This is an optimization exercise on Yosys and OpenROAD, whose aim is small area, not a production implementation. Only simulation tests tie the RTL to the original design; equivalence was not proved.

Setup of v59:
==> flow/design.v (excerpt) <==
module blinkingLeds
    #(parameter W = 4)(  
    input logic clk, reset,
    input  logic cs,
    input  logic read,
    input  logic write,
    input  logic [4:0] addr,
    input  logic [31:0] wr_data,
    output logic [31:0] rd_data,
    output logic [W-1:0] LED
    );
Size: about 750 cells after synthesis, ~180 flip-flops, about 78 I/O pins, ~0.0081 mm² of cells after synthesis.
Settings: LEC_CHECK=0, CAP_MARGIN=20, CORE_MARGIN=2, CORE_UTILIZATION=70, PLACE_DENSITY=0.8, SLEW_MARGIN=20; clock period 10.0 ns.
standard.sh (not shown) runs the stock make flow with config.mk's settings and CLKGATE_MAP_FILE= SYNTH_SCRIPT=/design/flow/synth_recipe.tcl, a recipe that flattens the netlist after the stock synthesis.
==> flow/flow/run.sh <==
#!/bin/bash
# Own layout flow: the standard ORFS flow (standard.sh) with
#  - synthesis through synth_area.tcl (area-oriented ABC mapping),
#  - port buffers of the smallest buffer cell,
#  - CTS without dummy loads,
set -euo pipefail
here=$(cd "$(dirname "$0")" && pwd)
bash standard.sh \
  SYNTH_SCRIPT="$here/synth_area.tcl" \
  BUFFER_PORTS_ARGS="-buffer_cell sky130_fd_sc_hd__buf_1" \
  CTS_ARGS="-sink_clustering_enable -repair_clock_nets -dont_use_dummy_load -buf_list {sky130_fd_sc_hd__clkbuf_4 sky130_fd_sc_hd__clkbuf_8 sky130_fd_sc_hd__clkbuf_16}" \
  SKIP_REPAIR_TIE_FANOUT=1 \
  finish > make_flow.log 2>&1
==> flow/flow/area.abc <==
strash
&get -n
&fraig -x
&put
dc2
strash
&get -n
&dch -f
&nf -R 1000 -p
&put
strash
&get -n
&dch -f
&nf -R 1000 -p
&put
==> flow/flow/synth_area.tcl <==
# The standard synthesis script (synth_recipe.tcl), with one change: ABC
# maps the combinational logic with an area-oriented script (area.abc)
# instead of ORFS's delay-oriented one. Registers are mapped before ABC runs,
# so they come out exactly as in the standard synthesis.
set area_abc_script [file join [file dirname [file normalize [info script]]] area.abc]
proc synth {args} { yosys synth -nofsm -noshare {*}$args }
proc abc {args} {
  set i [lsearch -exact $args -script]
  lset args [expr {$i + 1}] $::area_abc_script
  yosys abc {*}$args
}
source $::env(SCRIPTS_DIR)/synth.tcl
# left out here: clear keep_hierarchy, flatten, clean up, hide names made inside functions, write 1_2_yosys.v
No stage failed in v59, and the final checks on the layout all came back clean.
## Diff of input files: v15 against v59
==> flow/flow/run.sh <==
#!/bin/bash
# Own layout flow: the standard ORFS flow (standard.sh) with
#  - synthesis through synth_area.tcl (area-oriented ABC mapping),
#  - port buffers of the smallest buffer cell,
#  - CTS without dummy loads,
#  - one tie cell for all constant outputs (no tie fanout repair),
set -euo pipefail
here=$(cd "$(dirname "$0")" && pwd)
bash standard.sh \
  SYNTH_SCRIPT="$here/synth_area.tcl" \
  BUFFER_PORTS_ARGS="-buffer_cell sky130_fd_sc_hd__buf_1" \
  CTS_ARGS="-sink_clustering_enable -repair_clock_nets -dont_use_dummy_load -buf_list sky130_fd_sc_hd__clkbuf_8" \
  SKIP_REPAIR_TIE_FANOUT=1 \
  finish > make_flow.log 2>&1
==> flow/flow/mux_a22o.v (new file) <==
module sky130_fd_sc_hd__mux2_1 (input A0, input A1, input S, output X);
  wire s_n;
  sky130_fd_sc_hd__inv_1 sel_inv (.A(S), .Y(s_n));
  sky130_fd_sc_hd__a22o_1 _TECHMAP_REPLACE_ (.A1(S), .A2(A1), .B1(s_n), .B2(A0), .X(X));
endmodule
==> flow/flow/synth_area.tcl <==
# The standard synthesis script (synth_recipe.tcl), with one change: ABC
# maps the combinational logic with an area-oriented script (area.abc)
# instead of ORFS's delay-oriented one, and mux2 cells become a22o cells
# (mux_a22o.v). Registers are mapped before ABC runs,
# so they come out exactly as in the standard synthesis.
set flow_dir [file dirname [file normalize [info script]]]
set area_abc_script [file join $flow_dir area.abc]
set mux_map [file join $flow_dir mux_a22o.v]
proc synth {args} { yosys synth -nofsm -noshare {*}$args }
proc abc {args} {
  set i [lsearch -exact $args -script]
  lset args [expr {$i + 1}] $::area_abc_script
  yosys abc {*}$args
  # 2:1 muxes on a shared select: a22o plus one shared inverter per select
  yosys techmap -map $::mux_map t:sky130_fd_sc_hd__mux2_1
  yosys opt_merge -share_all t:sky130_fd_sc_hd__inv_1
  yosys opt_clean
}
source $::env(SCRIPTS_DIR)/synth.tcl
# left out here: clear keep_hierarchy, flatten, clean up, hide names made inside functions, write 1_2_yosys.v
Results
- Die width delta for v15 relative to v59: 0.60% lower
- v15 gives more number of signal-net inverters in the final layout than v59 did.
- v15 vs v59, combinational family with the most area after synthesis: compound AO/OA/AOI/OAI gates vs simple AND/OR/NAND/NOR gates
- Area enclosed by the die boundary: v15 < v59
- Delta(setup slack of the critical path after layout, v15 - v59) > 0
- The faster design of the two is v15; v59 tops out lower.
- From v59 to v15 the numbers moved as follows: fraction of area in registers shows an increase of 1.8 points; cell count now larger.
- In v15, mean instance size in the synthesized netlist is lower than in v59.
- In the flow results for v15 and v59, the final wirelength is smaller on v15.
- Compared with v59, in v15 synthesized cell area fell about 1.2%; area added between synthesis and finish fell 2.2 points.
Input-level comparison between v21 and v15:
--- a/flow/flow/run.sh
+++ b/flow/flow/run.sh
@@ -4,5 +4,5 @@
 #  - port buffers of the smallest buffer cell,
 #  - CTS without dummy loads,
-#  - one tie cell for all constant outputs (no tie fanout repair),
+#  - power/area recovery (downsizing of non-critical gates) after global routing.
 set -euo pipefail
 here=$(cd "$(dirname "$0")" && pwd)
@@ -11,4 +11,4 @@
   BUFFER_PORTS_ARGS="-buffer_cell sky130_fd_sc_hd__buf_1" \
   CTS_ARGS="-sink_clustering_enable -repair_clock_nets -dont_use_dummy_load -buf_list sky130_fd_sc_hd__clkbuf_8" \
-  SKIP_REPAIR_TIE_FANOUT=1 \
+  RECOVER_POWER=100 \
   finish > make_flow.log 2>&1
==> flow/flow/synth_area.tcl <==
# The standard synthesis script (synth_recipe.tcl), with one change: ABC
# maps the combinational logic with an area-oriented script (area.abc)
# instead of ORFS's delay-oriented one. Registers are mapped before ABC runs,
# so they come out exactly as in the standard synthesis.
set area_abc_script [file join [file dirname [file normalize [info script]]] area.abc]
proc synth {args} { yosys synth -nofsm -noshare {*}$args }
proc abc {args} {
  set i [lsearch -exact $args -script]
  lset args [expr {$i + 1}] $::area_abc_script
  yosys abc {*}$args
}
source $::env(SCRIPTS_DIR)/synth.tcl
# left out here: clear keep_hierarchy, flatten, clean up, hide names made inside functions, write 1_2_yosys.v
removed: flow/flow/mux_a22o.v
--- outcome ---
Status v21: flow complete, layout not clean - capacitance limit, slew limit. Comparing v21 and v15, the lower max-slew violation count was measured on v15. Diff v15 -> v21: placed wire-length estimate decreased by 220 µm relative to the old numbers, via count decreased by 89 relative to the old numbers, post-synthesis share of cell area spent on and, or, nand and nor gates -0.16 points. Changes observed in v21 relative to v15: count of non-CTS inverters in the layout went down 4, clock tree buffer count of the final layout closely matched the old numbers, final cell count +2.8%. In v21 relative to v15, count of cells along the worst register-to-register path had gone up by a few percent.

## static timing again, ports no longer ideal
Ports are ideal in the flow. The routed layouts listed here were re-timed in OpenROAD.
Step 1 (the two cells are an assumption about what drives the block):
set clk [get_ports {clk}]
set_driving_cell -lib_cell sky130_fd_sc_hd__clkbuf_16 $clk
set_driving_cell -lib_cell sky130_fd_sc_hd__buf_2 [delete_from_list [all_inputs] $clk]
Step 2 also shifts input and output timing later by t, the mid clock arrival at the registers, as if the neighbouring blocks saw the same clock.
a / b / c = ideal ports / drivers / drivers and shift; a / b = the first two.
| run | shift t [ns] | slack for setup (ns) | clock arrival spread, ns |
|---|---|---|---|
| v59 | 0.454 | 4.591 / 4.591 / 4.591 | 0.011 / 0.011 |
| v15 | 0.480 | 5.080 / 5.080 / 5.080 | 0.015 / 0.015 |
| v21 | 0.481 | 5.012 / 5.012 / 4.955 | 0.019 / 0.019 |
For v21, which loses most, drivers alone change the setup slack by 0.000 ns; drivers and shift together by -0.057 ns. The worst setup slack also covers recovery checks on asynchronous resets.
